This design comes from an exercise in tuning for small area on the open sky130 flow, not from production work.
At most, simulation tests tie the RTL to the original design; equivalence was not proved.
For run 3, only the layout was checked, not whether the RTL still works.
No activity file was given, so power comes from the tool's default toggle rates.

$ cat design/flow/flow/run.sh
#!/bin/bash
# Standard ORFS layout (the standard.sh) with three changes:
#  - synthesis maps logic with the best of several area-oriented ABC
#    scripts (flow/synth.tcl);
#  - the port buffers that global placement inserts are the smallest buffer;
#  - clock tree synthesis uses clkbuf_8 and no dummy loads.
set -euo pipefail
here=$(pwd)
export BUFFER_PORTS_ARGS="-buffer_cell sky130_fd_sc_hd__buf_1"
export CTS_ARGS="-sink_clustering_enable -repair_clock_nets -buf_list sky130_fd_sc_hd__clkbuf_8 -dont_use_dummy_load"
bash standard.sh SYNTH_SCRIPT="$here/flow/synth.tcl" finish > standard_flow.log 2>&1
$ cat design/flow/flow/abc_e6.script
strash
&get -n
&st
&syn2
&dch -f
&nf -R 1000
&put
strash
&get -n
&st
&syn3
&dch -f
&nf -R 1000
&put
strash
&get -n
&st
&dch -f
&nf -R 1000
&put
topo
$ cat design/flow/flow/abc_f1.script
strash
&get -n
&st
&syn2
&dch -f
&nf -R 1000
&put
strash
&get -n
&st
&deepsyn -T 20
&dch -f
&nf -R 1000
&put
topo
$ cat design/flow/flow/abc_h1.script
strash
&get -n
&st
&syn2
&dch -f
&nf -R 1000
&put
strash
&get -n
&st
&deepsyn -T 20 -S 1
&dch -f
&nf -R 1000
&put
topo
$ cat design/flow/flow/abc_h2.script
strash
&get -n
&st
&syn2
&dch -f
&nf -R 1000
&put
strash
&get -n
&st
&deepsyn -T 20 -S 2
&dch -f
&nf -R 1000
&put
topo
$ cat design/flow/flow/abc_k2.script
strash
&get -n
&st
&deepsyn -T 30 -S 2
&syn2
&dch -f
&nf -R 1000
&put
strash
&get -n
&st
&deepsyn -T 30 -S 5
&dch -f
&nf -R 1000
&put
topo
$ cat design/flow/flow/abc_k3.script
strash
&get -n
&st
&syn2
&dch -f
&nf -R 1000
&put
strash
&get -n
&st
&deepsyn -T 20 -S 2
&dch -f
&nf -R 1000
&put
strash
&get -n
&st
&dch -f
&nf -R 1000
&put
topo
$ cat design/flow/flow/synth.tcl
# The standard flow's synthesis script (synth_recipe.tcl in the work folder), with one
# change: Yosys's abc step maps the logic with each of the area-oriented ABC
# scripts flow/abc_*.script in turn and keeps the mapping with the smallest
# cell area, instead of using ORFS's speed script. Registers are mapped
# before abc, so they are the same as in the standard synthesis.
set flow_dir [file dirname [file normalize [info script]]]
proc abc {args} {
  global flow_dir
  set i [lsearch -exact $args -script]
  set best ""
  set best_area 1e18
  yosys design -save pre_abc
  foreach s [lsort [glob [file join $flow_dir abc_*.script]]] {
    yosys design -load pre_abc
    lset args [expr {$i + 1}] $s
    yosys abc {*}$args
    set f $::env(OBJECTS_DIR)/abc_try_stat.txt
    yosys tee -q -o $f stat -liberty [lindex $::env(LIB_FILES) 0]
    set fp [open $f r]
    set txt [read $fp]
    close $fp
    regexp {Chip area for module '[^']*': ([0-9.]+)} $txt -> area
    puts "ABC script [file tail $s]: area $area"
    if {$area < $best_area} {
      set best_area $area
      set best $s
      yosys design -save best_abc
    }
  }
  yosys design -load best_abc
  puts "ABC script kept: [file tail $best], area $best_area"
}
source [file join [file dirname $flow_dir] synth_recipe.tcl]
$ cat design/flow/standard.sh
#!/bin/bash
# synth_recipe.tcl (not shown) runs the flow's synth.tcl, then flattens the netlist and writes it again
# the make line also repeats each setting of config.mk as NAME=value (left out here)
make -C /OpenROAD-flow-scripts/flow DESIGN_CONFIG=/design/flow/config.mk WORK_HOME=/design/flow/orfs CLKGATE_MAP_FILE= SYNTH_SCRIPT=/design/flow/synth_recipe.tcl "${@:-finish}"
$ cat design/flow/config.mk
export PLATFORM = sky130hd
export DESIGN_NAME = delqa_ethmac
export DESIGN_NICKNAME = delqa_ethmac
export VERILOG_FILES = /design/flow/design.v
export SDC_FILE = /design/flow/constraint.sdc
export NUM_CORES = 4
export LEC_CHECK = 0
export CAP_MARGIN = 20
export CORE_MARGIN = 2
export CORE_UTILIZATION = 40
export GPL_TIMING_DRIVEN = 0
export SLEW_MARGIN = 20
$ cat design/flow/constraint.sdc
create_clock -name core_clock -period 8.0 [get_ports {clk}]
set_input_delay 1.6000 -clock core_clock [delete_from_list [all_inputs] [get_ports {clk}]]
set_output_delay 1.6000 -clock core_clock [all_outputs]
set_load 0.01 [all_outputs]
$ cat design/flow/design.v
module crc_n(
   input  [31:0] q,
   input  [7:0]  t,
   output [31:0] nxt
);
wire [31:0] f;
assign f[0]  = t[0] ^ t[6];
assign f[1]  = t[0] ^ t[1] ^ t[6] ^ t[7];
assign f[2]  = t[0] ^ t[1] ^ t[2] ^ t[6] ^ t[7];
assign f[3]  = t[1] ^ t[2] ^ t[3] ^ t[7];
assign f[4]  = t[0] ^ t[2] ^ t[3] ^ t[4] ^ t[6];
assign f[5]  = t[0] ^ t[1] ^ t[3] ^ t[4] ^ t[5] ^ t[6] ^ t[7];
assign f[6]  = t[1] ^ t[2] ^ t[4] ^ t[5] ^ t[6] ^ t[7];
assign f[7]  = t[0] ^ t[2] ^ t[3] ^ t[5] ^ t[7];
assign f[8]  = t[0] ^ t[1] ^ t[3] ^ t[4];
assign f[9]  = t[1] ^ t[2] ^ t[4] ^ t[5];
assign f[10] = t[0] ^ t[2] ^ t[3] ^ t[5];
assign f[11] = t[0] ^ t[1] ^ t[3] ^ t[4];
assign f[12] = t[0] ^ t[1] ^ t[2] ^ t[4] ^ t[5] ^ t[6];
assign f[13] = t[1] ^ t[2] ^ t[3] ^ t[5] ^ t[6] ^ t[7];
assign f[14] = t[2] ^ t[3] ^ t[4] ^ t[6] ^ t[7];
assign f[15] = t[3] ^ t[4] ^ t[5] ^ t[7];
assign f[16] = t[0] ^ t[4] ^ t[5];
assign f[17] = t[1] ^ t[5] ^ t[6];
assign f[18] = t[2] ^ t[6] ^ t[7];
assign f[19] = t[3] ^ t[7];
assign f[20] = t[4];
assign f[21] = t[5];
assign f[22] = t[0];
assign f[23] = t[0] ^ t[1] ^ t[6];
assign f[24] = t[1] ^ t[2] ^ t[7];
assign f[25] = t[2] ^ t[3];
assign f[26] = t[0] ^ t[3] ^ t[4] ^ t[6];
assign f[27] = t[1] ^ t[4] ^ t[5] ^ t[7];
assign f[28] = t[2] ^ t[5] ^ t[6];
assign f[29] = t[3] ^ t[6] ^ t[7];
assign f[30] = t[4] ^ t[7];
assign f[31] = t[5];
assign nxt = {q[23:0], 8'h00} ^ f;
endmodule
module ethsend(
   input             clk,
   input             clr,
   input             txena,       
   output            txdone,      
   output            txen,        
   output reg [7:0]  dataout,     
   input      [15:0] txbdata,     
   output     [9:0]  txbaddr,     
   input      [10:0] txcntb,      
   input             skipb        
);
localparam IDLE     = 3'd0;
localparam SENDPRE  = 3'd1;
localparam SENDDATA = 3'd2;
localparam SENDCRC  = 3'd3;
localparam TXDELAY  = 3'd4;
localparam WAITDONE = 3'd5;
reg  [2:0]  st;
reg  [10:0] i;              
reg  [10:0] p;              
reg  [7:0]  blo, bhi;       
reg  [31:0] crc;
wire s_pre  = (st == SENDPRE);
wire s_data = (st == SENDDATA);
wire pre7   = s_pre & (i[2:0] == 3'd7);
wire last   = (i == 11'h7FF);
assign txbaddr = p[10:1];
assign txdone  = (st == WAITDONE);
assign txen    = (s_pre & (i[2:0] != 3'd0)) | s_data | (st == SENDCRC) |
                 ((st == TXDELAY) & ~i[3] & ~i[4] & (i[2:0] == 3'd4));
wire        sample = pre7 | (s_data & p[0] & ~last);
wire [7:0]  dbyte  = blo;
wire [1:0]  u = i[1:0];
wire [7:0]  tpre = {u == 2'd1 | u == 2'd3, u == 2'd0, 1'b0, u == 2'd3,
                    u[1], u == 2'd0, u[0] ~^ u[1], u != 2'd0};
wire [7:0]  t = s_data ? (crc[31:24] ^
                {dbyte[0], dbyte[1], dbyte[2], dbyte[3], dbyte[4], dbyte[5], dbyte[6], dbyte[7]}) :
                s_pre ? tpre : 8'h00;
wire [31:0] crc_nxt;
crc_n crc_tx(.q(crc), .t(t), .nxt(crc_nxt));
always @(posedge clk) begin
   crc <= crc_nxt;
   dataout <= s_pre  ? {pre7, 7'h55} :
              s_data ? dbyte :
              ~{crc[24], crc[25], crc[26], crc[27], crc[28], crc[29], crc[30], crc[31]};
   bhi <= txbdata[15:8];
   blo <= ~sample ? bhi : (pre7 & p[0]) ? txbdata[15:8] : txbdata[7:0];
   if (st == IDLE)
      i <= 11'd0;
   else if (pre7)
      i <= txcntb;
   else if (s_data & last)
      i <= 11'd0;
   else
      i <= i + 1'b1;
   if (st == IDLE)
      p <= {9'd0, skipb, skipb};
   else if (s_pre)
      p <= {8'd0, pre7 & p[1], p[1] ^ pre7, p[0]};    
   else
      p <= p + 1'b1;
   if (clr)
      st <= IDLE;
   else case (st)
      IDLE:     if (txena) st <= SENDPRE;
      SENDPRE:  if (pre7) st <= SENDDATA;
      SENDDATA: if (last) st <= SENDCRC;
      SENDCRC:  if (i[1:0] == 2'd3) st <= TXDELAY;
      TXDELAY:  if (i[4]) st <= WAITDONE;
      WAITDONE: if (~txena) st <= IDLE;
      default:  st <= IDLE;
   endcase
end
endmodule
module ethreceive(
   input             clk,
   input             clr,
   input             rxena,
   input      [7:0]  datain,
   input             rxdv,
   input             rxer,
   input             rxdone,
   output     [10:0] rxcntb,
   output     [9:0]  rxbaddr,
   output     [15:0] rxbdata,
   output reg        rxwrn,
   output reg        rxrdy,
   output reg        err_gen,
   output reg        err_crc,
   output     [47:0] mac_data,
   output reg        mac_rdy,
   input             cmp_done,
   input             cmp_res,
   output reg [1:0]  sfrtyp
);
localparam IDLE    = 3'd0;
localparam SIX_55  = 3'd1;
localparam SPD_D5  = 3'd2;
localparam RX_DATA = 3'd3;
localparam RX_LAST = 3'd4;
localparam RX_CRC  = 3'd5;
localparam CHK_MAC = 3'd6;
localparam FINISH  = 3'd7;
reg  [2:0]  st;
reg  [10:0] n;
reg  [47:0] recmac;
reg  [7:0]  hi, lo;
reg         crc_bad;
reg  [31:0] crc;
wire s_data = (st == RX_DATA);
wire s_last = (st == RX_LAST);
wire byte_ok = s_data & rxdv & ~rxer;
wire n3 = (n == 11'd3);
assign mac_data = recmac;
assign rxbaddr  = n[10:1];
assign rxcntb   = {n[10:1] - 1'b1, n[0]};
assign rxbdata  = {hi & {8{~s_last}}, lo};
wire [1:0]  u = n[1:0];
wire [7:0]  tpre = {u == 2'd2 | u == 2'd0, u == 2'd1, 1'b0, u == 2'd0,
                    u == 2'd3 | u == 2'd0, u == 2'd1, u == 2'd1 | u == 2'd0, u != 2'd1};
wire [7:0]  t = s_data ? (crc[31:24] ^ {datain[0], datain[1], datain[2], datain[3],
                                        datain[4], datain[5], datain[6], datain[7]}) : tpre;
wire [31:0] crc_nxt;
crc_n crc_rx(.q(crc), .t(t), .nxt(crc_nxt));
always @(posedge clk) begin
   crc <= crc_nxt;
   if (s_data) crc_bad <= (crc != 32'hC704DD7B);
   if (~mac_rdy) recmac <= {datain, recmac[47:8]};
   if (byte_ok & ~n[0]) lo <= datain;
   if (byte_ok & n[0]) hi <= datain;
   else if (st == RX_CRC) hi[5:0] <= 6'd0;
   else if (st == CHK_MAC) hi[5:0] <= hi[5:0] + 1'b1;
   case (st)
      IDLE, SPD_D5: n <= 11'h7FE;
      SIX_55:  n <= n + 1'b1;
      RX_DATA: if (byte_ok) n <= n + 1'b1;
      default: ;
   endcase
   if (clr) begin
      st <= IDLE;
      rxrdy <= 1'b0;
      err_gen <= 1'b0;
      err_crc <= 1'b0;
      rxwrn <= 1'b0;
      mac_rdy <= 1'b0;
      sfrtyp <= 2'b00;
   end
   else begin
      case (st)
         IDLE: begin
            rxwrn <= 1'b0;
            mac_rdy <= 1'b0;
            sfrtyp <= 2'b00;
            if (rxdv & rxena & (datain == 8'h55)) begin
               err_gen <= 1'b0;
               err_crc <= 1'b0;
               st <= SIX_55;
            end
         end
         SIX_55: begin
            if (~rxer & rxdv & (datain == 8'h55)) begin
               if (n3) st <= SPD_D5;
            end
            else begin
               err_gen <= 1'b1;
               st <= IDLE;
            end
         end
         SPD_D5: begin
            if (~rxer & rxdv & (datain == 8'hD5))
               st <= RX_DATA;
            else begin
               err_gen <= 1'b1;
               st <= IDLE;
            end
         end
         RX_DATA: begin
            if (rxwrn & (n[10:1] == 10'd6)) begin
               if ({hi, lo} == 16'o0220) sfrtyp <= 2'b01;
               if ({hi, lo} == 16'o1140) sfrtyp <= 2'b10;
            end
            if (rxer) begin
               err_gen <= 1'b1;
               st <= IDLE;
            end
            else if (rxdv) begin
               if (n3) mac_rdy <= 1'b1;
               rxwrn <= n[0];
            end
            else begin
               rxwrn <= 1'b0;
               st <= RX_LAST;
            end
         end
         RX_LAST: begin
            if (n[0] & ~rxwrn)
               rxwrn <= 1'b1;
            else begin
               rxwrn <= 1'b0;
               st <= RX_CRC;
            end
         end
         RX_CRC: begin
            if (crc_bad) err_crc <= 1'b1;
            st <= CHK_MAC;
         end
         CHK_MAC: begin
            if (cmp_done)
               st <= cmp_res ? FINISH : IDLE;
            else if (hi[5:0] == 6'd63)
               st <= IDLE;
         end
         FINISH: begin
            if (rxdone) begin
               rxrdy <= 1'b0;
               st <= IDLE;
            end
            else rxrdy <= 1'b1;
         end
      endcase
   end
end
endmodule
module delqa_ethmac(
   input          clk,         
   input          rst,         
   input          rx_ena,      
   input          loop,        
   input          skipb,       
   input          tx_req,      
   input          rx_done,     
   input  [10:0]  tx_cnt,      
   output [9:0]   txb_adr,     
   input  [15:0]  txb_dat,     
   output         tx_done,     
   output         e_txen,      
   output [7:0]   e_txd,       
   input          e_rxdv,      
   input          e_rxer,      
   input  [7:0]   e_rxd,       
   output         rxb_we,      
   output [9:0]   rxb_adr,     
   output [15:0]  rxb_dat,     
   output [10:0]  rx_cnt,      
   output         rx_rdy,      
   output         rx_err,      
   output         rx_crc_err,  
   output [1:0]   sfrtyp,      
   output         mac_rdy,     
   output [47:0]  mac_data,    
   input          cmp_done,    
   input          cmp_res      
);
wire        txens;
wire [7:0]  txdb;
assign e_txen = ~loop & txens;
assign e_txd  = txdb;
ethsend ethsendm(
   .clk(clk),
   .clr(rst),
   .txena(tx_req),
   .txdone(tx_done),
   .txen(txens),
   .dataout(txdb),
   .txbdata(txb_dat),
   .txbaddr(txb_adr),
   .txcntb(tx_cnt),
   .skipb(skipb)
);
ethreceive ethrcvm(
   .clk(clk),
   .clr(rst),
   .rxena(loop | rx_ena),
   .datain(loop ? txdb : e_rxd),
   .rxdv(loop ? txens : e_rxdv),
   .rxer(~loop & e_rxer),
   .rxdone(rx_done),
   .rxcntb(rx_cnt),
   .rxbaddr(rxb_adr),
   .rxbdata(rxb_dat),
   .rxwrn(rxb_we),
   .rxrdy(rx_rdy),
   .err_gen(rx_err),
   .err_crc(rx_crc_err),
   .mac_data(mac_data),
   .mac_rdy(mac_rdy),
   .cmp_done(cmp_done),
   .cmp_res(cmp_res),
   .sfrtyp(sfrtyp)
);
endmodule
==> results_dict.tcl, run 1 <==
set metrics [dict create \
    die_h_um 148 \
    powerDensity_nw_per_um2 319 \
    drive_above_1_share 0.0337 \
    cts_setup_buffers 0 \
    status "timing/DRC/antenna clean" \
    path_max_fanout 14 \
    grt_pass1_vias 5601 \
    start_util 0.408 \
    rrSetupSlack_ns 3.69 \
    grt.busiest_layer "met2" \
    utilization 0.467 \
    hpwl_um 14000 \
    syn_area_um2 8270 \
    synth_nets 807 \
    core_um2 20300 \
    dr.pass1.iters 5 \
    grt.total_usage 0.172 \
    rsz0062_at_grt "false" \
    layout_commonest_cell "buf_1" \
    clockBufferDepth 2 \
    dieArea_um2 21900 \
    synthFlopType "dfxtp_1" \
    cp_cell_sequence "nor2_1 -> and2_0 -> clkinv_1 -> nand2_1 -> o21a_1 -> a31oi_1 -> nor2_1 -> buf_1" \
    fillers 1950 \
    die_w_um 148 \
    synth-seq-area-share 0.575 \
    drc 0 \
    avgSynthCellArea_um2 11.1 \
    cp-start-kind "register" \
    endpoint_kind "output port" \
    root_buffer "clkbuf_8" \
    hold_violations 0 \
    antenna_found_initial 0 \
    crit_top_cell "nor2_1" \
    relSlewSlack 0.387 \
    place_congestion 0.812 \
    timing.rr.start "ethsendm.st[1]" \
    grt_use_met2 0.277 \
    ys_types 42 \
    worstMarginPinSlew_ns 0.918 \
    fin_total_pwr_w 0.00303 \
    synth-seq-cells 199 \
    worstRegToRegCells 12 \
    fin_crit_sh 0.567 \
    cpPeakStageDelay_ns 0.71 \
    crit_required_ns 6.40 \
    cp.arrival_ns 2.94 \
    routed_wl_um 18500 \
    skew_ns 0.0350 \
    final_cell_mix "buf_1 (157), dfxtp_1 (122), xnor2_1 (98), edfxtp_1 (77), nor2_1 (65)" \
    cts_sinks 199 \
    routed_via_density 4.92 \
    synth_warnings 2 \
    hold_depth 1 \
    regArea_um2 4750 \
    htree_levels 4 \
    io_buffers 157 \
    fmax_mhz 220 \
    hold_path.class "reg -> reg" \
    io_pins 158 \
    cap_viol_max_count 0 \
    fin_tns_setup_ns 0 \
    rows 52 \
    vdd_drop_max_v 0.000116 \
    nNetsFinal 985 \
    n_antenna_cell 0 \
    reg2reg_to "ethrcvm.hi[5]" \
    vias 5863 \
    setup-violations-final 0 \
    async_reset_ff_frac 0 \
    drv_slew 0 \
    dr.first_iter.drc_count 335 \
    area.growth.synth_to_final_pct 14.5 \
    syn_inst 745 \
    synth_edf_count 77 \
    wire_per_inst_um 15.5 \
    grt_max_degree 42 \
    cts_resized 0 \
    grt_pass1_wl_um 29300 \
    ant_nets 0 \
    clock_latency_ns 0.46 \
    multiInputGateArea_um2 3360 \
    finalNonFillerCells 1191 \
    cts_tree "yes" \
    hp-start "ethsendm.crc[1]" \
    use_met3 0.0377 \
    p_leak_nw 3.36 \
    cts_hold_buffers 0 \
    grt_overflow_total 0 \
    place_inst 1174 \
    numCtsBuffers 17 \
    clkTransAtPathRegs_ns 0.09 \
    whs_endpoint "ethsendm.crc[9]" \
    path_class "reg -> out" \
    grt_use_met1 0.236 \
    period_minus_slack_ns 4.54 \
    whs_ns 0.421 \
    critPathSlowestCell "nor2_1" \
]
-- synthesized netlist by cell type, types with 3 or more instances --
master	count	area share
dfxtp_1	122	0.30
xnor2_1	98	0.10
edfxtp_1	77	0.28
nor2_1	65	0.029
xor2_1	51	0.054
nand2_1	49	0.022
a21oi_1	41	0.025
o21ai_0	33	0.020
clkinv_1	25	0.011
nor3_1	23	0.014
ha_1	16	0.024
and3_1	15	0.011
o22ai_1	15	0.011
nand3_1	12	0.0073
nor2b_1	12	0.0091
buf_4	10	0.0091
mux2i_1	9	0.011
a31oi_1	8	0.0060
nand2b_1	7	0.0053
nand4_1	7	0.0053
nor4_1	6	0.0045
and2_0	5	0.0038
o31ai_1	5	0.0045
a22o_1	3	0.0032
a22oi_1	3	0.0027
and4_1	3	0.0032
o21a_1	3	0.0027
-- flip-flops by register name (all words and copies together), names as in the netlist, 11 cells and up --
name and count:
ethsendm.i 11, ethrcvm.recmac 48, ethrcvm.crc 32, ethsendm.p 11, ethsendm.crc 32, ethrcvm.n 11
-- power by group --
| part | leakage [nW] | internal, W | switching, W |
|---|---|---|---|
| Clock | 0.122 | 0.000189 | 0.000298 |
| Sequential | 1.78 | 0.00138 | 0.000181 |
| Combinational | 1.46 | 0.000438 | 0.000542 |
-- routing by layer --
layer	up-vias	wire length (um)
li1	2938	-
met1	2790	8750
met2	120	8700
met3	15	823
met4	0	227
met5	-	0
-- worst max-delay path, delay by kind of cell (launching register included) --
family                 cells  cell delay [ns]
and+or+nand+nor            4             1.46
DFF                        1             0.38
AOI/OAI and AO/OA          2             0.19
buffers and inverters      2             0.48
-- area by class of cell --
class / count / area share
plain buffers: 10 / 0.00793
clock buffers: 17 / 0.0247
inverters: 25 / 0.0100
multi-input cells: 511 / 0.355
flip-flops and latches: 199 / 0.502
well taps: 270 / 0.0357
repair buffers: 159 / 0.0651
-- worst max path at each step --
stage                   start        endpoint  slack, ns  depth (start not counted)
4_1_cts        ethsendm.st[1]          e_txen       3.46                          8
6_report       ethsendm.st[1]          e_txen       3.46                          8
5_1_grt        ethsendm.st[1]          e_txen       3.16                          8
2_1_floorplan            loop  ethrcvm.crc[2]       4.52                          6
3_5_place_dp             loop  ethrcvm.crc[5]       3.13                          7
3_3_place_gp             loop  ethrcvm.crc[2]       3.05                          7
-- logic make-up (layout without fill, tap and decap cells) --
logic type               after synthesis  after routing  synth area share
AO/OA/AOI/OAI                        123            123            0.0873
XOR/XNOR                             149            149             0.158
adder cells (fa/ha/maj)               16             16            0.0242
buffers and inverters                 35            211            0.0204
flip-flops                           199            199             0.575
multiplexers                          10             10            0.0122
AND/OR/NAND/NOR                      213            213             0.124
-- through the flow --
step,area [um^2],worst slack (ns)
final,9470,3.46
after global routing,9470,3.16
after CTS,9470,3.46
after detailed placement,9240,3.13
after global placement,9200,3.05
after floorplan,8270,4.52
==> run 2, diff against run 1 <==
--- a/design/flow/config.mk
+++ b/design/flow/config.mk
@@ -10,3 +10,2 @@
 export CORE_UTILIZATION = 40
-export GPL_TIMING_DRIVEN = 0
 export SLEW_MARGIN = 20
==> run 2 against run 1 <==
  * Setup slack better by 0.018 ns
  * Combinational power is 1% lower
  * Core utilization fell by 0.44 points
  * Synthesized area stayed put
  * Synthesized cell count unchanged
  * Die area did not move
  * Count of clock-buffer cells in the layout did not move
  * Via count fell by 0.44%
  * Final cell count shrank 0.84%
  * Register-to-register slack better by 0.03 ns
  * Critical path depth stayed put
  * Critical path type unchanged
  * Critical endpoint unchanged
==> results_dict.tcl, run 2 <==
set metrics [dict create \
    clockBufferDepth 2 \
    cap_viol_max_count 0 \
    synth_edf_count 77 \
    status "timing/DRC/antenna clean" \
    die_h_um 148 \
    drc 0 \
    synth.area.top_cells "dfxtp_1 (30%), edfxtp_1 (28%), xnor2_1 (10%)" \
    grt_overflow_total 0 \
    n_antenna_cell 0 \
    endpoint_kind "output port" \
    dr.pass1.iters 5 \
    ys_types 42 \
    start_util 0.408 \
    power_switching_w 0.00102 \
    fin_crit_sh 0.565 \
    regMostFlops "ethrcvm.recmac" \
    post-synth-top-count-cell "dfxtp_1" \
    cts_setup_buffers 0 \
    vdd_drop_max_v 0.000168 \
    syn_inst 745 \
    hold_depth 1 \
    drv_slew 0 \
    routed_via_density 4.94 \
    grt.total_usage 0.173 \
    wire_per_inst_um 16.0 \
    die_w_um 148 \
    clock_latency_ns 0.47 \
    synth_compound_area_frac 0.0873 \
    fin_tns_setup_ns 0 \
    p_leak_nw 3.30 \
    relSlewSlack 0.357 \
    hold_path.class "reg -> reg" \
    cp-start-kind "register" \
    clkTransAtPathRegs_ns 0.09 \
    nNetsFinal 975 \
    hp-start "ethrcvm.crc[21]" \
    final_cell_mix "buf_1 (157), dfxtp_1 (122), xnor2_1 (98), edfxtp_1 (77), nor2_1 (65)" \
    cts_tree "yes" \
    reg_top3 "ethrcvm.recmac: 48 flops, ethrcvm.crc: 32 flops, ethsendm.crc: 32 flops" \
    root_buffer "clkbuf_8" \
    setup-violations-final 0 \
    timing.rr.start "ethsendm.st[1]" \
    hold_violations 0 \
    avgSynthCellArea_um2 11.1 \
    p_comb_frac 0.320 \
    io_pins 158 \
    placed_area_um2 9140 \
    grt_pass1_vias 5597 \
    core_um2 20300 \
    yosys.area_share.simple 0.124 \
    fmax_mhz 221 \
    synth_top_area_frac 0.295 \
    vias 5837 \
    htree_levels 4 \
    worstMarginPinSlew_ns 0.963 \
    synthMuxAreaShare 0.0122 \
    dr.first_iter.drc_count 381 \
    cp.arrival_ns 2.92 \
    seqPwrFrac 0.520 \
    grt_max_degree 49 \
    rows 52 \
    p_clk_frac 0.159 \
    period_minus_slack_ns 4.52 \
    synth-adder-area-share 0.0242 \
    yosysTopAreaCell "dfxtp_1" \
    path_class "reg -> out" \
    synth-seq-area-share 0.575 \
    utilization 0.462 \
    hpwl_um 14300 \
    p_sw_frac 0.338 \
    cts_hold_buffers 0 \
    netlist_top_cells_count "dfxtp_1 (122), xnor2_1 (98), edfxtp_1 (77)" \
    numCtsBuffers 17 \
    path_max_fanout 14 \
    powerDensity_nw_per_um2 323 \
    post-place-ws_ns 3.35 \
    synth_top_family_by_area "XOR/XNOR gates" \
    largest_register_ffs 48 \
    layout_commonest_cell "buf_1" \
    crit_required_ns 6.40 \
    syn_area_um2 8270 \
    crit_path_start "ethsendm.st[1]" \
    fin_area_um2 9380 \
    routed_wl_um 18900 \
    io_buffers 157 \
    layout_setup_ws_ns 3.48 \
    ant_nets 0 \
    p_int_w 0.00200 \
    drive_above_1_share 0.0231 \
    antenna_found_initial 0 \
    grt_pass1_wl_um 29200 \
    synth-seq-cells 199 \
    area.growth.synth_to_final_pct 13.4 \
    worstRegToRegCells 12 \
    synth_nets 807 \
    synthXorXnorAreaFrac 0.158 \
    cts_sinks 199 \
    synth_warnings 2 \
    skew_ns 0.0405 \
    async_reset_ff_frac 0 \
    rsz0062_at_grt "false" \
    place_congestion 0.860 \
    synthFlopType "dfxtp_1" \
    dieArea_um2 21900 \
    cts_resized 0 \
]
-- run 2: cell count changes in the layout (fill, tap and decap cells not counted) --
cell,change
buf_12,-1
buf_4,-9
clkinv_2,-1
inv_2,+1
o21ai_0,+2
o21ai_1,-2
-- run 2: worst paths after layout --
check / slack, ns / endpoint
min: 0.42 / ethrcvm.crc[29]
max reg2reg: 3.72 / ethrcvm.hi[3]
min reg2reg: 0.42 / ethrcvm.crc[29]
max: 3.48 / e_txen
-- run 2: final cells by class --
class / instances / area (um^2)
Clock buffer: 17 / 234
Fill cell: 1966 / 10900
Inverter: 25 / 93.8
Multi-Input combinational cell: 511 / 3360
Sequential cell: 199 / 4750
Tap cell: 270 / 338
Timing Repair Buffer: 159 / 604
-- run 2: cell families after synthesis --
family	after synthesis
multiplexers	10
AND/OR/NAND/NOR	213
buffers and inverters	35
AO/OA/AOI/OAI	123
flip-flops	199
XOR/XNOR	149
adder cells (fa/ha/maj)	16
-- run 2: power by group through the flow --
stage | Combinational (W) | Clock (W) | Sequential [W]
6_report | 0.000970 | 0.000482 | 0.00158
5_1_grt | 0.00107 | 0.000537 | 0.00161
2_1_floorplan | 0.000681 | 0 | 0.00160
4_1_cts | 0.000975 | 0.000501 | 0.00158
3_5_place_dp | 0.000969 | 0 | 0.00160
3_3_place_gp | 0.000957 | 0 | 0.00159
-- run 2: metrics by stage --
stage                     power, W  std cells  hold WS [ns]
after detailed placement   0.00257       1164         0.416
after CTS                  0.00305       1181         0.427
after floorplan            0.00228        745         0.409
final                      0.00303       1181         0.418
after global routing       0.00322       1181         0.430
after global placement     0.00255       1164         0.416
-- run 2: worst max-delay path: stages, from the launching register on --
cell	delay [ns]
dfxtp_1	0.38
nor2_1	0.71
and2_0	0.47
clkinv_1	0.30
nand2_1	0.18
o21a_1	0.13
a31oi_1	0.06
nor2_1	0.11
buf_1	0.16
-- run 2: routing by layer --
layer	global-route usage	share of wire	vias up	routed length, um
li1	-	-	2913	-
met1	0.229	0.47	2768	8910
met2	0.287	0.47	138	8840
met3	0.0377	0.045	18	844
met4	0.0524	0.016	0	300
met5	0	0	-	0
==> run 3, diff against run 2 <==
--- a/design/flow/design.v
+++ b/design/flow/design.v
@@ -148,3 +148,2 @@
 reg  [7:0]  hi, lo;
-reg         crc_bad;
 reg  [31:0] crc;
@@ -167,3 +166,2 @@
    crc <= crc_nxt;
-   if (s_data) crc_bad <= (crc != 32'hC704DD7B);
    if (~mac_rdy) recmac <= {datain, recmac[47:8]};
@@ -171,4 +169,5 @@
    if (byte_ok & n[0]) hi <= datain;
-   else if (st == RX_CRC) hi[5:0] <= 6'd0;
-   else if (st == CHK_MAC) hi[5:0] <= hi[5:0] + 1'b1;
+   else if (s_data & ~rxdv & ~rxer) hi[7] <= (crc != 32'hC704DD7B);
+   else if (st == RX_CRC) hi[6:0] <= 7'h7F;
+   else if (st == CHK_MAC) hi[6:0] <= {hi[5:0], hi[6] ^ hi[5]};
    case (st)
@@ -244,3 +243,3 @@
          RX_CRC: begin
-            if (crc_bad) err_crc <= 1'b1;
+            if (hi[7]) err_crc <= 1'b1;
             st <= CHK_MAC;
@@ -250,3 +249,3 @@
                st <= cmp_res ? FINISH : IDLE;
-            else if (hi[5:0] == 6'd63)
+            else if (hi[6:0] == 7'h07)
                st <= IDLE;
==> run 3 against run 2 <==
  * Clock skew is 0.014 ns lower
  * Synthesized cell count is 1.7% higher
  * Synthesized area is 0.26% lower
  * Routed wire length is 6.0% higher
  * Clock power hardly changed
  * Critical path depth stayed put
  * Register-to-register slack better by 0.47 ns
  * Combinational power is 8.1% lower
  * Setup slack better by 0.20 ns
  * Largest power group unchanged
==> results_dict.tcl, run 3 <==
set metrics [dict create \
    utilization 0.463 \
    synth-seq-cells 198 \
    clkTransAtPathRegs_ns 0.09 \
    p_clk_frac 0.168 \
    avgSynthCellArea_um2 10.9 \
    dieArea_um2 21800 \
    p_int_w 0.00191 \
    grt_pass1_vias 5741 \
    regArea_um2 4720 \
    final_cell_mix "buf_1 (157), dfxtp_1 (122), xnor2_1 (78), edfxtp_1 (76)" \
    nNetsFinal 986 \
    root_buffer "clkbuf_8" \
    start_util 0.408 \
    yosysTopAreaCell "dfxtp_1" \
    vdd_drop_max_v 0.000177 \
    grt_overflow_total 0 \
    worstMarginPinSlew_ns 1.12 \
    clockBufferDepth 2 \
    layout_setup_ws_ns 3.68 \
    path_max_fanout 13 \
    place_congestion 0.914 \
    layout_commonest_cell "buf_1" \
    die_w_um 148 \
    setup-violations-final 0 \
    area.growth.synth_to_final_pct 13.4 \
    fmax_mhz 231 \
    hp-start "ethsendm.crc[0]" \
    rows 52 \
    cap_viol_max_count 0 \
    hold_depth 1 \
    synth_nets 817 \
    wire_per_inst_um 16.8 \
    rrSetupSlack_ns 4.19 \
    die_h_um 148 \
    hold_path.class "reg -> reg" \
    cts_resized 0 \
    hpwl_um 15300 \
    post-synth-top-count-cell "dfxtp_1" \
    netlist_top_cells_count "dfxtp_1 (122), xnor2_1 (78), edfxtp_1 (76)" \
    cts_tree "yes" \
    whs_ns 0.429 \
    antenna_found_initial 0 \
    p_leak_nw 3.30 \
    syn_area_um2 8250 \
    regMostFlops "ethrcvm.recmac" \
    timing.rr.start "ethrcvm.st[0]" \
    ys_types 42 \
    period_minus_slack_ns 4.32 \
    synth_top_area_frac 0.296 \
    drv_slew 0 \
    vias 6167 \
    cts_setup_buffers 0 \
    core_um2 20200 \
    dr.pass1.iters 5 \
    skew_ns 0.0269 \
    reg2reg_to "ethrcvm.crc[5]" \
    endpoint_kind "register" \
    hold_violations 0 \
    path_class "in -> reg" \
    fin_tns_setup_ns 0 \
    htree_levels 4 \
    relSlewSlack 0.248 \
    placed_area_um2 9130 \
    p_sw_frac 0.339 \
    cp-start-kind "input port" \
    synth-seq-area-share 0.572 \
    grt_max_degree 43 \
    fin_crit_sh 0.540 \
    syn_inst 758 \
    synth_edf_count 76 \
    worstRegToRegCells 7 \
    routed_via_density 5.16 \
    io_pins 158 \
    largest_register_ffs 48 \
    numCtsBuffers 17 \
    power_switching_w 0.000982 \
    cts_sinks 198 \
    async_reset_ff_frac 0 \
    seqPwrFrac 0.524 \
    reg_top3 "ethrcvm.recmac: 48 flops, ethrcvm.crc: 32 flops, ethsendm.crc: 32 flops" \
    drc 0 \
    status "timing/DRC/antenna clean" \
    crit_required_ns 8.32 \
    drive_above_1_share 0.0216 \
    fillers 1965 \
    synthFlopType "dfxtp_1" \
    dr.first_iter.drc_count 394 \
    post-place-ws_ns 3.33 \
    clock_latency_ns 0.46 \
    rsz0062_at_grt "false" \
    routed_wl_um 20000 \
    n_antenna_cell 0 \
    whs_endpoint "ethsendm.crc[8]" \
    fin_area_um2 9360 \
    grt.total_usage 0.183 \
    synth.area.top_cells "dfxtp_1 (30%), edfxtp_1 (28%), xnor2_1 (8.3%)" \
    ant_nets 0 \
    cts_hold_buffers 0 \
    synth_warnings 2 \
    cp.arrival_ns 4.64 \
    powerDensity_nw_per_um2 309 \
    p_comb_frac 0.308 \
    io_buffers 157 \
    multiInputGateArea_um2 3370 \
    grt_pass1_wl_um 30800 \
]
==> run 3: cell count changes in the layout (fill, tap and decap cells not counted), sizes merged, moves of 4 or more <==
cell	change
xnor2	-20
a21oi	+17
nand2	+10
o21ai	+10
xor2	+7
nor2	-6
a211oi	+5
o22ai	-5
and2	-4
nor4b	+4
==> run 3: metal layers <==
layer	share of wire	track usage
met4	0.021	0.0678
met1	0.47	0.250
met2	0.45	0.285
met5	0	0
met3	0.066	0.0410
==> run 3: layout make-up <==
class	instances	share of cell area
inverter	23	0.00922
sequential	198	0.505
clock buffer	17	0.0250
multi-input combinational	527	0.360
timing repair buffer	160	0.0654
tap	270	0.0361
==> run 3: through the flow <==
step / std cells / total power [W]
floorplan: 758 / 0.00215
global placement: 1178 / 0.00242
detailed placement: 1178 / 0.00243
CTS: 1195 / 0.00292
global route: 1195 / 0.00307
finish: 1195 / 0.00289
==> run 3: worst max-delay path by stage <==
stage / depth (start not counted) / end / slack [ns] / startpoint
2_1_floorplan: 10 / ethrcvm.st[1] / 4.46 / loop
3_3_place_gp: 11 / ethrcvm.st[1] / 3.45 / loop
3_5_place_dp: 11 / ethrcvm.st[1] / 3.33 / loop
4_1_cts: 11 / ethrcvm.st[1] / 3.81 / loop
5_1_grt: 8 / ethrcvm.crc[5] / 3.50 / loop
6_report: 8 / ethrcvm.crc[5] / 3.68 / loop
==> run 3: cell families after synthesis <==
| logic type | Yosys count | synth area share |
|---|---|---|
| xor gates and xnor gates | 136 | 0.144 |
| and+or+nand+nor | 222 | 0.131 |
| DFF | 198 | 0.572 |
| adders and majority gates | 13 | 0.0197 |
| buffers and inverters | 33 | 0.0196 |
| muxes | 9 | 0.0109 |
| AOI/OAI and AO/OA | 147 | 0.102 |
==> run 3: power groups by stage <==
stage | combinational (W) | sequential (W) | clock, W
after floorplan | 0.000622 | 0.00153 | 0
after global placement | 0.000878 | 0.00154 | 0
after detailed placement | 0.000888 | 0.00154 | 0
after CTS | 0.000895 | 0.00152 | 0.000502
after global routing | 0.000986 | 0.00155 | 0.000534
final | 0.000891 | 0.00152 | 0.000485
==> run 3: critical path, stage by stage <==
cell and delay [ns]:
buf_1 0.58, mux2i_1 0.56, xnor2_1 0.22, nor2_1 0.19
a21oi_1 0.12, o21ai_0 0.90, xor2_1 0.24, xor2_1 0.21
==> run 4, diff against run 3 <==
--- a/design/flow/design.v
+++ b/design/flow/design.v
@@ -55,5 +55,4 @@
 localparam SENDDATA = 3'd2;
-localparam SENDCRC  = 3'd3;
-localparam TXDELAY  = 3'd4;
-localparam WAITDONE = 3'd5;
+localparam SENDTAIL = 3'd3;    
+localparam WAITDONE = 3'd4;
 reg  [2:0]  st;
@@ -69,4 +68,4 @@
 assign txdone  = (st == WAITDONE);
-assign txen    = (s_pre & (i[2:0] != 3'd0)) | s_data | (st == SENDCRC) |
-                 ((st == TXDELAY) & ~i[3] & ~i[4] & (i[2:0] == 3'd4));
+assign txen    = (s_pre & (i[2:0] != 3'd0)) | s_data |
+                 ((st == SENDTAIL) & ~i[4] & ~i[3] & (~i[2] | (i[1:0] == 2'd0)));
 wire        sample = pre7 | (s_data & p[0] & ~last);
@@ -107,5 +106,4 @@
       SENDPRE:  if (pre7) st <= SENDDATA;
-      SENDDATA: if (last) st <= SENDCRC;
-      SENDCRC:  if (i[1:0] == 2'd3) st <= TXDELAY;
-      TXDELAY:  if (i[4]) st <= WAITDONE;
+      SENDDATA: if (last) st <= SENDTAIL;
+      SENDTAIL: if (i[4]) st <= WAITDONE;
       WAITDONE: if (~txena) st <= IDLE;
@@ -126,4 +124,4 @@
    output     [15:0] rxbdata,
-   output reg        rxwrn,
-   output reg        rxrdy,
+   output            rxwrn,
+   output            rxrdy,
    output reg        err_gen,
@@ -149,2 +147,3 @@
 reg  [31:0] crc;
+reg         wr;         
 wire s_data = (st == RX_DATA);
@@ -154,2 +153,4 @@
 assign mac_data = recmac;
+assign rxwrn    = wr & (st != FINISH);
+assign rxrdy    = wr & (st == FINISH);
 assign rxbaddr  = n[10:1];
@@ -180,6 +181,5 @@
       st <= IDLE;
-      rxrdy <= 1'b0;
       err_gen <= 1'b0;
       err_crc <= 1'b0;
-      rxwrn <= 1'b0;
+      wr <= 1'b0;
       mac_rdy <= 1'b0;
@@ -190,3 +190,3 @@
          IDLE: begin
-            rxwrn <= 1'b0;
+            wr <= 1'b0;
             mac_rdy <= 1'b0;
@@ -217,3 +217,3 @@
          RX_DATA: begin
-            if (rxwrn & (n[10:1] == 10'd6)) begin
+            if (wr & (n[10:1] == 10'd6)) begin
                if ({hi, lo} == 16'o0220) sfrtyp <= 2'b01;
@@ -227,6 +227,6 @@
                if (n3) mac_rdy <= 1'b1;
-               rxwrn <= n[0];
+               wr <= n[0];
             end
             else begin
-               rxwrn <= 1'b0;
+               wr <= 1'b0;
                st <= RX_LAST;
@@ -235,6 +235,6 @@
          RX_LAST: begin
-            if (n[0] & ~rxwrn)
-               rxwrn <= 1'b1;
+            if (n[0] & ~wr)
+               wr <= 1'b1;
             else begin
-               rxwrn <= 1'b0;
+               wr <= 1'b0;
                st <= RX_CRC;
@@ -254,6 +254,6 @@
             if (rxdone) begin
-               rxrdy <= 1'b0;
+               wr <= 1'b0;
                st <= IDLE;
             end
-            else rxrdy <= 1'b1;
+            else wr <= 1'b1;
          end
==> run 4 against run 3 <==
  * Still clean on timing, DRC and antenna
  * Register-to-register slack worse by 0.28 ns
  * Setup slack got worse by 0.23 ns
  * First-iteration DRC count up 3.6%
  * Global-route usage is 0.70 points lower
  * Sequential power up 3%
  * Non-clock buffer count increased by 1
  * Worst hold slack got worse by 0.014 ns
  * Critical path depth decreased by 1
  * Sequential cell count shrank 1
  * Routed wire length fell by 6.0%
  * Final cell count down 1.5%
  * Via count down 5.5%
  * Critical endpoint is now e_txen
==> results_dict.tcl, run 4 <==
set metrics [dict create \
    synth-seq-area-share 0.575 \
    powerDensity_nw_per_um2 341 \
    p_leak_nw 3.26 \
    io_pins 158 \
    wire_per_inst_um 16.0 \
    ys_types 41 \
    avgSynthCellArea_um2 11.1 \
    p_sw_frac 0.352 \
    final_cell_mix "buf_1 (157), dfxtp_1 (121), xnor2_1 (89), edfxtp_1 (76), nor2_1 (68)" \
    yosysTopAreaCell "dfxtp_1" \
    grt_use_met2 0.287 \
    cp.arrival_ns 2.95 \
    n_antenna_cell 0 \
    area.growth.synth_to_final_pct 13.6 \
    io_buffers 157 \
    cts_hold_buffers 0 \
    finalNonFillerCells 1177 \
    hold_violations 0 \
    cts_tree "yes" \
    endpoint_kind "output port" \
    rows 52 \
    grt_pass1_vias 5503 \
    htree_levels 4 \
    synth_top_area_frac 0.296 \
    regMostFlops "ethrcvm.recmac" \
    use_met3 0.0345 \
    hold_path.class "reg -> reg" \
    drv_slew 0 \
    die_w_um 147 \
    p_int_w 0.00205 \
    syn_inst 739 \
    cts_resized 0 \
    p_clk_frac 0.153 \
    synth_nets 802 \
    clkTransAtPathRegs_ns 0.12 \
    place_congestion 0.876 \
    reg_top3 "ethrcvm.recmac: 48 flops, ethrcvm.crc: 32 flops, ethsendm.crc: 32 flops" \
    whs_ns 0.415 \
    grt_use_met1 0.237 \
    synth_warnings 2 \
    post-place-ws_ns 3.48 \
    fin_tns_setup_ns 0 \
    synth_edf_count 76 \
    relSlewSlack 0.332 \
    grt_pass1_wl_um 29600 \
    grt_max_degree 49 \
    routed_via_density 4.95 \
    ant_nets 0 \
    netlist_top_cells_count "dfxtp_1 (121), xnor2_1 (89), edfxtp_1 (76)" \
    layout_setup_ws_ns 3.45 \
    drive_above_1_share 0.0243 \
    fmax_mhz 220 \
    post-synth-top-count-cell "dfxtp_1" \
    syn_area_um2 8180 \
    drc 0 \
    synthFlopType "dfxtp_1" \
    placed_area_um2 9060 \
    status "timing/DRC/antenna clean" \
    clock_latency_ns 0.47 \
    setup-violations-final 0 \
    fin_crit_sh 0.569 \
    synth.area.top_cells "dfxtp_1 (30%), edfxtp_1 (28%), xnor2_1 (9.5%)" \
    start_util 0.406 \
    numCtsBuffers 17 \
    clockBufferDepth 2 \
    power_switching_w 0.00112 \
    path_max_fanout 13 \
    cap_viol_max_count 0 \
    fin_area_um2 9300 \
    vdd_drop_max_v 0.000141 \
    dr.pass1.iters 4 \
    cts_setup_buffers 0 \
    worstMarginPinSlew_ns 1.00 \
    seqPwrFrac 0.495 \
    grt_overflow_total 0 \
    crit_required_ns 6.40 \
    dieArea_um2 21600 \
    rsz0062_at_grt "false" \
    grt.total_usage 0.176 \
    grt.busiest_layer "met2" \
    vias 5830 \
    cp-start-kind "register" \
    die_h_um 147 \
    dr.first_iter.drc_count 408 \
    layout_commonest_cell "buf_1" \
    p_comb_frac 0.352 \
    largest_register_ffs 48 \
    fillers 1946 \
    hpwl_um 14300 \
    root_buffer "clkbuf_8" \
    async_reset_ff_frac 0 \
    core_um2 20200 \
    period_minus_slack_ns 4.55 \
    synth-seq-cells 197 \
    path_class "reg -> out" \
    antenna_found_initial 0 \
    routed_wl_um 18800 \
    cts_sinks 197 \
    skew_ns 0.0433 \
    place_inst 1160 \
    nNetsFinal 972 \
]
==> run 4: cells by family after synthesis <==
family                   synth area share
flip-flops                          0.575
buffers and inverters              0.0202
AND/OR/NAND/NOR                     0.133
XOR/XNOR                            0.153
AO/OA/AOI/OAI                      0.0802
adder cells (fa/ha/maj)            0.0260
multiplexers                       0.0127
==> run 4: critical path, stage by stage, from the launching register on <==
cell and delay [ns]:
dfxtp_1 0.35, nor2_1 0.66, and2_0 0.57, clkinv_1 0.38
a21oi_1 0.20, a21oi_1 0.09, nor2_1 0.11, buf_1 0.16
==> run 4: worst paths after layout <==
kind | end | slack (ns) | start | cells past startpoint
setup / recovery | e_txen | 3.45 | ethsendm.st[1] | 7
hold / removal | ethsendm.crc[8] | 0.41 | ethsendm.crc[0] | 1
setup reg to reg | ethrcvm.st[0] | 3.91 | ethsendm.st[1] | 15
hold reg to reg | ethsendm.crc[8] | 0.41 | ethsendm.crc[0] | 1
==> run 4: cell type report <==
type | count | area, um^2 | share of cell area
Sequential cell | 197 | 4700 | 0.506
Inverter | 24 | 90.1 | 0.00969
Clock buffer | 17 | 234 | 0.0252
Multi-Input combinational cell | 508 | 3310 | 0.356
Tap cell | 270 | 338 | 0.0363
Timing Repair Buffer | 161 | 619 | 0.0666
==> run 4: metrics by stage <==
stage	total power, W	util
global route	0.00338	0.461
detailed placement	0.00271	0.449
CTS	0.00320	0.461
finish	0.00317	0.461
floorplan	0.00240	-
global placement	0.00270	0.449
==> run 4: power by group through the flow <==
| stage | registers (W) | clock network (W) | logic, W |
|---|---|---|---|
| final | 0.00157 | 0.000484 | 0.00112 |
| after global routing | 0.00160 | 0.000538 | 0.00124 |
| after global placement | 0.00159 | 0 | 0.00111 |
| after detailed placement | 0.00159 | 0 | 0.00112 |
| after floorplan | 0.00159 | 0 | 0.000810 |
| after CTS | 0.00157 | 0.000502 | 0.00113 |
==> run 4: layer usage <==
layer | share of wire | vias to the layer above
li1 | - | 2901
met1 | 0.47 | 2785
met2 | 0.48 | 127
met3 | 0.041 | 17
met4 | 0.017 | 0
met5 | 0 | -
==> run 5, diff against run 4 <==
==> design/flow/flow/abc_m4.script (new file) <==
strash
&get -n
&st
&deepsyn -T 30 -S 17
&syn2
&dch -f
&nf -R 1000
&put
strash
&get -n
&st
&deepsyn -T 30 -S 19
&dch -f
&nf -R 1000
&put
strash
&get -n
&st
&dch -f
&nf -R 1000
&put
topo
removed: design/flow/flow/abc_e6.script
removed: design/flow/flow/abc_h1.script
==> run 5 against run 4 <==
  * Core utilization did not move
  * Sequential cell count did not move
  * Setup slack did not move
  * Global-route usage did not move
  * Combinational power barely moved
  * Sequential share of layout area did not move
  * Final area did not move
  * Clock skew did not move
  * Largest cell class unchanged
==> results_dict.tcl, run 5 <==
set metrics [dict create \
    status "timing/DRC/antenna clean" \
    synth_top_family_by_area "XOR/XNOR gates" \
    drc 0 \
    antenna_found_initial 0 \
    synth-seq-cells 197 \
    fin_area_um2 9300 \
    yosys.area_share.simple 0.133 \
    crit_buf_inv 2 \
    cp-start-kind "register" \
    clkTransAtPathRegs_ns 0.12 \
    grt_pass1_wl_um 29600 \
    synth_edf_count 76 \
    crit_required_ns 6.40 \
    routed_via_density 4.95 \
    wire_per_inst_um 16.0 \
    cts_hold_buffers 0 \
    drv_slew 0 \
    yosysTopAreaCell "dfxtp_1" \
    io_pins 158 \
    regMostFlops "ethrcvm.recmac" \
    cts_tree "yes" \
    dieArea_um2 21600 \
    clock_latency_ns 0.47 \
    io_buffers 157 \
    worstMarginPinSlew_ns 1.00 \
    critPathSlowestCell "nor2_1" \
    grt_use_met2 0.287 \
    cp_cell_sequence "nor2_1 -> and2_0 -> clkinv_1 -> a21oi_1 -> a21oi_1 -> nor2_1 -> buf_1" \
    endpoint_kind "output port" \
    post-synth-top-count-cell "dfxtp_1" \
    rsz0062_at_grt "false" \
    syn_area_um2 8180 \
    dr.first_iter.drc_count 408 \
    cts_resized 0 \
    synth-adder-area-share 0.0260 \
    start_util 0.406 \
    dr.pass1.iters 4 \
    netlist_top_cells_count "dfxtp_1 (121), xnor2_1 (89), edfxtp_1 (76)" \
    fmax_mhz 220 \
    vias 5830 \
    synth_compound_area_frac 0.0802 \
    synthXorXnorAreaFrac 0.153 \
    synth_warnings 2 \
    rows 52 \
    hold_violations 0 \
    use_met3 0.0345 \
    fin_tns_setup_ns 0 \
    cpPeakStageDelay_ns 0.66 \
    nNetsFinal 972 \
    cp.arrival_ns 2.95 \
    grt_pass1_vias 5503 \
    synth.area.top_cells "dfxtp_1 (30%), edfxtp_1 (28%), xnor2_1 (9.5%)" \
    die_h_um 147 \
    fin_crit_sh 0.569 \
    routed_wl_um 18800 \
    synthMuxAreaShare 0.0127 \
    final_cell_mix "buf_1 (157), dfxtp_1 (121), xnor2_1 (89), edfxtp_1 (76), nor2_1 (68)" \
    root_buffer "clkbuf_8" \
    clockBufferDepth 2 \
    layout_commonest_cell "buf_1" \
    grt_max_degree 49 \
    grt.busiest_layer "met2" \
    critPathTopFamily "simple AND/OR/NAND/NOR gates" \
    drive_above_1_share 0.0243 \
    relSlewSlack 0.332 \
    post-place-ws_ns 3.48 \
    htree_levels 4 \
    synth_top_area_frac 0.296 \
    n_antenna_cell 0 \
    p_leak_nw 3.26 \
    path_class "reg -> out" \
    period_minus_slack_ns 4.55 \
    core_um2 20200 \
    layout_setup_ws_ns 3.45 \
    synth_nets 802 \
    powerDensity_nw_per_um2 341 \
    vdd_drop_max_v 0.000141 \
    hpwl_um 14300 \
    synthFlopType "dfxtp_1" \
    async_reset_ff_frac 0 \
    whs_ns 0.415 \
    cap_viol_max_count 0 \
    reg_top3 "ethrcvm.recmac: 48 flops, ethrcvm.crc: 32 flops, ethsendm.crc: 32 flops" \
    placed_area_um2 9060 \
    path_max_fanout 13 \
    hold_path.class "reg -> reg" \
    skew_ns 0.0433 \
    die_w_um 147 \
    grt_use_met1 0.237 \
    synth-seq-area-share 0.575 \
    place_congestion 0.876 \
    cts_sinks 197 \
    numCtsBuffers 17 \
    cts_setup_buffers 0 \
    grt_overflow_total 0 \
    grt.total_usage 0.176 \
    largest_register_ffs 48 \
    ys_types 41 \
    avgSynthCellArea_um2 11.1 \
    area.growth.synth_to_final_pct 13.6 \
    setup-violations-final 0 \
    ant_nets 0 \
    syn_inst 739 \
]
## run 5: cell counts after synthesis
Identical to the previous run, type by type.
## run 5: metrics by stage
stage / instances / util / total power, W
after global routing: 1177 / 0.461 / 0.00338
after global placement: 1160 / 0.449 / 0.00270
final: 1177 / 0.461 / 0.00317
after floorplan: 739 / - / 0.00240
after detailed placement: 1160 / 0.449 / 0.00271
after CTS: 1177 / 0.461 / 0.00320
## run 5: final timing paths
| check | cells after the start | to | start | slack, ns |
|---|---|---|---|---|
| setup / recovery | 7 | e_txen | ethsendm.st[1] | 3.45 |
| hold / removal | 1 | ethsendm.crc[8] | ethsendm.crc[0] | 0.41 |
| setup reg to reg | 15 | ethrcvm.st[0] | ethsendm.st[1] | 3.91 |
| hold reg to reg | 1 | ethsendm.crc[8] | ethsendm.crc[0] | 0.41 |
## run 5: metal layers
metal / share of wire / wire [um] / up-vias
met2: 0.48 / 8960 / 127
met5: 0 / 0 / -
li1: - / - / 2901
met3: 0.041 / 773 / 17
met1: 0.47 / 8770 / 2785
met4: 0.017 / 314 / 0
## run 5: where the power goes
| group | leakage, nW | internal [W] | switching, W |
|---|---|---|---|
| sequential | 1.75 | 0.00137 | 0.000197 |
| clock | 0.122 | 0.000189 | 0.000296 |
| combinational | 1.39 | 0.000491 | 0.000624 |
| total | 3.26 | 0.00205 | 0.00112 |
## run 5: area by class of cell
cell class | instances | area (um^2)
inverter | 24 | 90.1
clock buffer | 17 | 234
tap | 270 | 338
fill | 1946 | 10900
timing repair buffer | 161 | 619
sequential | 197 | 4700
multi-input combinational | 508 | 3310
## run 5: cell families (layout without fill, tap and decap cells)
| kind of cell | after synthesis | in the layout |
|---|---|---|
| buffers and inverters | 34 | 202 |
| flip-flops | 197 | 197 |
| adder cells (fa/ha/maj) | 17 | 17 |
| AO/OA/AOI/OAI | 112 | 112 |
| multiplexers | 10 | 10 |
| XOR/XNOR | 143 | 143 |
| AND/OR/NAND/NOR | 226 | 226 |
==> run 6, diff against run 5 <==
==> design/flow/flow/abc_m5.script (new file) <==
strash
&get -n
&st
&deepsyn -T 30 -S 23
&syn2
&dch -f
&nf -R 1000
&put
strash
&get -n
&st
&deepsyn -T 30 -S 29
&dch -f
&nf -R 1000
&put
strash
&get -n
&st
&dch -f
&nf -R 1000
&put
topo
==> design/flow/flow/abc_m6.script (new file) <==
strash
&get -n
&st
&deepsyn -T 30 -S 31
&syn2
&dch -f
&nf -R 1000
&put
strash
&get -n
&st
&deepsyn -T 30 -S 37
&dch -f
&nf -R 1000
&put
strash
&get -n
&st
&dch -f
&nf -R 1000
&put
topo
==> design/flow/flow/abc_m7.script (new file) <==
strash
&get -n
&st
&deepsyn -T 30 -S 41
&syn2
&dch -f
&nf -R 1000
&put
strash
&get -n
&st
&deepsyn -T 30 -S 43
&dch -f
&nf -R 1000
&put
strash
&get -n
&st
&dch -f
&nf -R 1000
&put
topo
==> design/flow/flow/abc_m8.script (new file) <==
strash
&get -n
&st
&deepsyn -T 30 -S 47
&syn2
&dch -f
&nf -R 1000
&put
strash
&get -n
&st
&deepsyn -T 30 -S 53
&dch -f
&nf -R 1000
&put
strash
&get -n
&st
&dch -f
&nf -R 1000
&put
topo
==> run 6 against run 5 <==
  * Register-to-register slack is essentially flat
  * Critical endpoint unchanged
  * Final area is the same
  * Setup slack is the same
  * Still clean on timing, DRC and antenna
==> results_dict.tcl, run 6 <==
set metrics [dict create \
    synth-seq-area-share 0.575 \
    dr.first_iter.drc_count 408 \
    grt_overflow_total 0 \
    cts_resized 0 \
    synthMuxAreaShare 0.0127 \
    ant_nets 0 \
    fillers 1946 \
    drive_above_1_share 0.0243 \
    grt_max_degree 49 \
    yosys.area_share.simple 0.133 \
    dr.pass1.iters 4 \
    hold_path.class "reg -> reg" \
    ys_types 41 \
    skew_ns 0.0433 \
    p_int_w 0.00205 \
    cap_viol_max_count 0 \
    power_switching_w 0.00112 \
    synth.area.top_cells "dfxtp_1 (30%), edfxtp_1 (28%), xnor2_1 (9.5%)" \
    area.growth.synth_to_final_pct 13.6 \
    period_minus_slack_ns 4.55 \
    p_sw_frac 0.352 \
    synth-adder-area-share 0.0260 \
    crit_required_ns 6.40 \
    numCtsBuffers 17 \
    vdd_drop_max_v 0.000141 \
    core_um2 20200 \
    grt_pass1_vias 5503 \
    synth_nets 802 \
    synthFlopType "dfxtp_1" \
    rsz0062_at_grt "false" \
    cts_sinks 197 \
    async_reset_ff_frac 0 \
    synthXorXnorAreaFrac 0.153 \
    die_w_um 147 \
    routed_via_density 4.95 \
    cts_tree "yes" \
    synth-seq-cells 197 \
    clock_latency_ns 0.47 \
    vias 5830 \
    reg_top3 "ethrcvm.recmac: 48 flops, ethrcvm.crc: 32 flops, ethsendm.crc: 32 flops" \
    cp.arrival_ns 2.95 \
    worstRegToRegCells 15 \
    drc 0 \
    crit_end "e_txen" \
    dieArea_um2 21600 \
    critPathSlowestCell "nor2_1" \
    crit_path_start "ethsendm.st[1]" \
    cp-start-kind "register" \
    critPathTopFamily "simple AND/OR/NAND/NOR gates" \
    p_clk_frac 0.153 \
    cp_cell_sequence "nor2_1 -> and2_0 -> clkinv_1 -> a21oi_1 -> a21oi_1 -> nor2_1 -> buf_1" \
    drv_slew 0 \
    cts_hold_buffers 0 \
    reg2reg_to "ethrcvm.st[0]" \
    post-synth-top-count-cell "dfxtp_1" \
    powerDensity_nw_per_um2 341 \
    endpoint_kind "output port" \
    utilization 0.461 \
    multiInputGateArea_um2 3310 \
    syn_area_um2 8180 \
    hpwl_um 14300 \
    whs_ns 0.415 \
    cp_num_cells 7 \
    relSlewSlack 0.332 \
    routed_wl_um 18800 \
    clockBufferDepth 2 \
    place_congestion 0.876 \
    seqPwrFrac 0.495 \
    regMostFlops "ethrcvm.recmac" \
    rrSetupSlack_ns 3.91 \
    fin_tns_setup_ns 0 \
    path_class "reg -> out" \
    crit_buf_inv 2 \
    status "timing/DRC/antenna clean" \
    nNetsFinal 972 \
    synth_top_area_frac 0.296 \
    yosysTopAreaCell "dfxtp_1" \
    grt_pass1_wl_um 29600 \
    synth_warnings 2 \
    cts_setup_buffers 0 \
    largest_register_ffs 48 \
    io_buffers 157 \
    layout_commonest_cell "buf_1" \
    synth_edf_count 76 \
    wire_per_inst_um 16.0 \
    io_pins 158 \
    final_cell_mix "buf_1 (157), dfxtp_1 (121), xnor2_1 (89), edfxtp_1 (76), nor2_1 (68)" \
    synth_top_family_by_area "XOR/XNOR gates" \
    die_h_um 147 \
    setup-violations-final 0 \
    htree_levels 4 \
    cpPeakStageDelay_ns 0.66 \
    fin_total_pwr_w 0.00317 \
    rows 52 \
    synth_compound_area_frac 0.0802 \
    fmax_mhz 220 \
    start_util 0.406 \
    fin_crit_sh 0.569 \
    p_leak_nw 3.26 \
    path_max_fanout 13 \
    regArea_um2 4700 \
    grt.total_usage 0.176 \
    n_antenna_cell 0 \
    clkTransAtPathRegs_ns 0.12 \
    p_comb_frac 0.352 \
    syn_inst 739 \
    root_buffer "clkbuf_8" \
    hold_violations 0 \
    timing.rr.start "ethsendm.st[1]" \
    antenna_found_initial 0 \
    avgSynthCellArea_um2 11.1 \
    netlist_top_cells_count "dfxtp_1 (121), xnor2_1 (89), edfxtp_1 (76)" \
    worstMarginPinSlew_ns 1.00 \
]
## run 6: final cells by class
class	count	area share
Tap cell	270	0.0363
Sequential cell	197	0.506
Inverter	24	0.00969
Multi-Input combinational cell	508	0.356
Clock buffer	17	0.0252
Timing Repair Buffer	161	0.0666
## run 6: kinds of logic after synthesis
family	count (synthesis)
AOI/OAI and AO/OA	112
and+or+nand+nor	226
muxes	10
xor gates and xnor gates	143
buffers and inverters	34
DFF	197
adders and majority gates	17
## run 6: routing by layer
layer,track usage,wire (um),up-vias
met4,0.0572,314,0
met5,0,0,-
met3,0.0345,773,17
met1,0.237,8770,2785
met2,0.287,8960,127
li1,-,-,2901
## run 6: power groups by stage
stage / Sequential, W / Combinational, W / Clock, W
2_1_floorplan: 0.00159 / 0.000810 / 0
6_report: 0.00157 / 0.00112 / 0.000484
3_3_place_gp: 0.00159 / 0.00111 / 0
4_1_cts: 0.00157 / 0.00113 / 0.000502
3_5_place_dp: 0.00159 / 0.00112 / 0
5_1_grt: 0.00160 / 0.00124 / 0.000538
## run 6: how the worst min path moves through the flow
stage,to,cells after the start,from,slack [ns]
4_1_cts,ethsendm.crc[8],1,ethsendm.crc[0],0.42
3_5_place_dp,ethsendm.crc[19],1,ethsendm.crc[11],0.42
6_report,ethsendm.crc[8],1,ethsendm.crc[0],0.41
2_1_floorplan,ethsendm.crc[19],1,ethsendm.crc[11],0.41
5_1_grt,ethsendm.crc[8],1,ethsendm.crc[0],0.43
3_3_place_gp,ethsendm.crc[19],1,ethsendm.crc[11],0.41
## run 6: per-stage QoR
step	instances	setup slack (ns)	instance area, um^2
6_report	1177	3.45	9300
2_1_floorplan	739	4.46	8180
3_3_place_gp	1160	3.55	9060
3_5_place_dp	1160	3.48	9060
5_1_grt	1177	3.10	9300
4_1_cts	1177	3.40	9300
==> run 7, diff against run 6 <==
--- a/design/flow/config.mk
+++ b/design/flow/config.mk
@@ -9,3 +9,4 @@
 export CORE_MARGIN = 2
-export CORE_UTILIZATION = 40
+export CORE_UTILIZATION = 70
+export PLACE_DENSITY = 0.85
 export SLEW_MARGIN = 20
removed: design/flow/flow/abc_f1.script
removed: design/flow/flow/abc_h2.script
removed: design/flow/flow/abc_k2.script
removed: design/flow/flow/abc_m4.script
removed: design/flow/flow/abc_m5.script
removed: design/flow/flow/abc_m6.script
removed: design/flow/flow/abc_m7.script
removed: design/flow/flow/abc_m8.script
==> run 7 against run 6 <==
  * Setup slack better by 0.024 ns
  * Critical path depth unchanged
  * Final area down 1.7%
  * Die area down 42%
  * Synthesized cell count unchanged
  * Still clean
  * Sequential share of layout area up 0.89 points
  * Worst hold slack better by 0.017 ns
  * Non-clock buffer count down 1
  * Sequential power about the same
==> results_dict.tcl, run 7 <==
set metrics [dict create \
    status "timing/DRC/antenna clean" \
    cts_tree "yes" \
    power_switching_w 0.00114 \
    final_cell_mix "buf_1 (157), dfxtp_1 (121), xnor2_1 (89), edfxtp_1 (76), nor2_1 (68)" \
    layout_commonest_cell "buf_1" \
    fin_area_um2 9130 \
    fin_tns_setup_ns 0 \
    fmax_mhz 221 \
    cts_setup_buffers 0 \
    synth_top_area_frac 0.296 \
    vias 6124 \
    cts_sinks 197 \
    grt_overflow_total 0 \
    io_pins 158 \
    setup-violations-final 0 \
    dr.pass1.iters 8 \
    post-synth-top-count-cell "dfxtp_1" \
    netlist_top_cells_count "dfxtp_1 (121), xnor2_1 (89), edfxtp_1 (76)" \
    reg_top3 "ethrcvm.recmac: 48 flops, ethrcvm.crc: 32 flops, ethsendm.crc: 32 flops" \
    place_inst 1032 \
    p_clk_frac 0.146 \
    antenna_found_initial 0 \
    largest_register_ffs 48 \
    cts_resized 0 \
    regMostFlops "ethrcvm.recmac" \
    clkTransAtPathRegs_ns 0.09 \
    ys_types 41 \
    fin_crit_sh 0.566 \
    skew_ns 0.0303 \
    seqPwrFrac 0.496 \
    hold_violations 0 \
    relSlewSlack 0.312 \
    finalNonFillerCells 1049 \
    synth_nets 802 \
    area.growth.synth_to_final_pct 11.7 \
    synth.area.top_cells "dfxtp_1 (30%), edfxtp_1 (28%), xnor2_1 (9.5%)" \
    hold_path.class "reg -> reg" \
    clockBufferDepth 2 \
    routed_via_density 5.84 \
    rows 39 \
    ant_nets 0 \
    async_reset_ff_frac 0 \
    utilization 0.800 \
    cts_hold_buffers 0 \
    grt_pass1_vias 5852 \
    yosysTopAreaCell "dfxtp_1" \
    powerDensity_nw_per_um2 349 \
    path_max_fanout 13 \
    period_minus_slack_ns 4.53 \
    routed_wl_um 18300 \
    clock_latency_ns 0.46 \
    worstMarginPinSlew_ns 1.02 \
    dieArea_um2 12600 \
    die_w_um 112 \
    synth-seq-cells 197 \
    whs_ns 0.432 \
    p_comb_frac 0.358 \
    synth_edf_count 76 \
    synth_warnings 2 \
    synthFlopType "dfxtp_1" \
    root_buffer "clkbuf_8" \
    syn_area_um2 8180 \
    p_int_w 0.00205 \
    drc 0 \
    core_um2 11400 \
    dr.first_iter.drc_count 594 \
    rrSetupSlack_ns 4.03 \
    n_antenna_cell 0 \
    cap_viol_max_count 0 \
    die_h_um 112 \
    cp-start-kind "register" \
    endpoint_kind "output port" \
    syn_inst 739 \
    placed_area_um2 8890 \
    io_buffers 157 \
    rsz0062_at_grt "false" \
    nNetsFinal 971 \
    path_class "reg -> out" \
    place_congestion 0.970 \
    cp.arrival_ns 2.93 \
    avgSynthCellArea_um2 11.1 \
    grt.total_usage 0.294 \
    drive_above_1_share 0.0232 \
    vdd_drop_max_v 0.000229 \
    hpwl_um 14000 \
    htree_levels 4 \
    p_sw_frac 0.357 \
    start_util 0.716 \
    drv_slew 0 \
    crit_required_ns 6.40 \
    wire_per_inst_um 17.5 \
    p_leak_nw 3.26 \
    grt_max_degree 49 \
    numCtsBuffers 17 \
    grt_pass1_wl_um 29200 \
    synth-seq-area-share 0.575 \
]
-- run 7: cell counts after synthesis --
Identical to the previous run, type by type.
-- run 7: path summary, 6_finish.rpt --
check,to,from,cells past startpoint
worst max-delay path,e_txen,ethsendm.st[1],7
worst min-delay path,ethsendm.crc[9],ethsendm.crc[1],1
worst max register to register,ethrcvm.st[0],ethsendm.st[1],15
worst min register to register,ethsendm.crc[9],ethsendm.crc[1],1
-- run 7: routing by layer --
metal	routed length, um	share of wire	GRT usage
met1	7420	0.40	0.379
met3	1490	0.081	0.0626
met2	8960	0.49	0.488
met5	0	0	0
met4	475	0.026	0.124
-- run 7: critical path, stage by stage, from the launching register on --
cell      delay (ns)
dfxtp_1         0.35
nor2_1          0.62
and2_0          0.53
clkinv_1        0.31
a21oi_1         0.19
a21oi_1         0.10
nor2_1          0.20
buf_1           0.18
-- run 7: area by class of cell --
type                    instances  area, um^2
repair buffers                160         612
inverters                      24        90.1
flip-flops and latches        197        4700
well taps                     143         179
clock buffers                  17         234
multi-input cells             508        3310
fillers                       750        2280
-- run 7: power groups by stage --
stage	Sequential (W)	Clock, W	Combinational (W)
floorplan	0.00159	0	0.000810
global placement	0.00158	0	0.00109
detailed placement	0.00160	0	0.00113
CTS	0.00158	0.000475	0.00114
global route	0.00161	0.000507	0.00125
finish	0.00158	0.000466	0.00114
-- run 7: kinds of logic (layout without fill, tap and decap cells) --
family          count (synthesis)  count (layout)  synth area share
compound gates                112             112            0.0802
xor+xnor                      143             143             0.153
fa+ha+maj                      17              17            0.0260
buf+inv                        34             201            0.0202
flops                         197             197             0.575
mux                            10              10            0.0127
simple gates                  226             226             0.133
-- run 7: through the flow --
step           total power, W  setup WS [ns]
2_1_floorplan         0.00240           4.46
3_3_place_gp          0.00268           3.63
3_5_place_dp          0.00273           3.52
4_1_cts               0.00319           3.47
5_1_grt               0.00337           3.24
6_report              0.00319           3.47

port drivers added, routing unchanged:
Ports are ideal in the flow. The routed layouts listed here were re-timed in OpenROAD. Step 1: set_driving_cell puts a clkbuf_16 on clk and a buf_2 on each other input, an assumption about the parent block. Step 2 times the ports against the registers' clock, not the clock port: input delays grow and output delays shrink by t, the midpoint of the rising clock arrivals with the driver on. a / b / c = ideal ports / drivers / drivers and shift; a / b = the first two.
run	t (ns)	setup WS [ns]
run 1	0.486	3.461 / 3.421 / 3.118
run 2	0.494	3.479 / 3.437 / 3.481
run 3	0.491	3.678 / 3.671 / 3.180
run 4	0.478	3.446 / 3.409 / 3.441
run 5	0.478	3.446 / 3.409 / 3.441
run 6	0.478	3.446 / 3.409 / 3.441
run 7	0.480	3.470 / 3.434 / 3.438
After both steps every run listed still meets setup and hold.
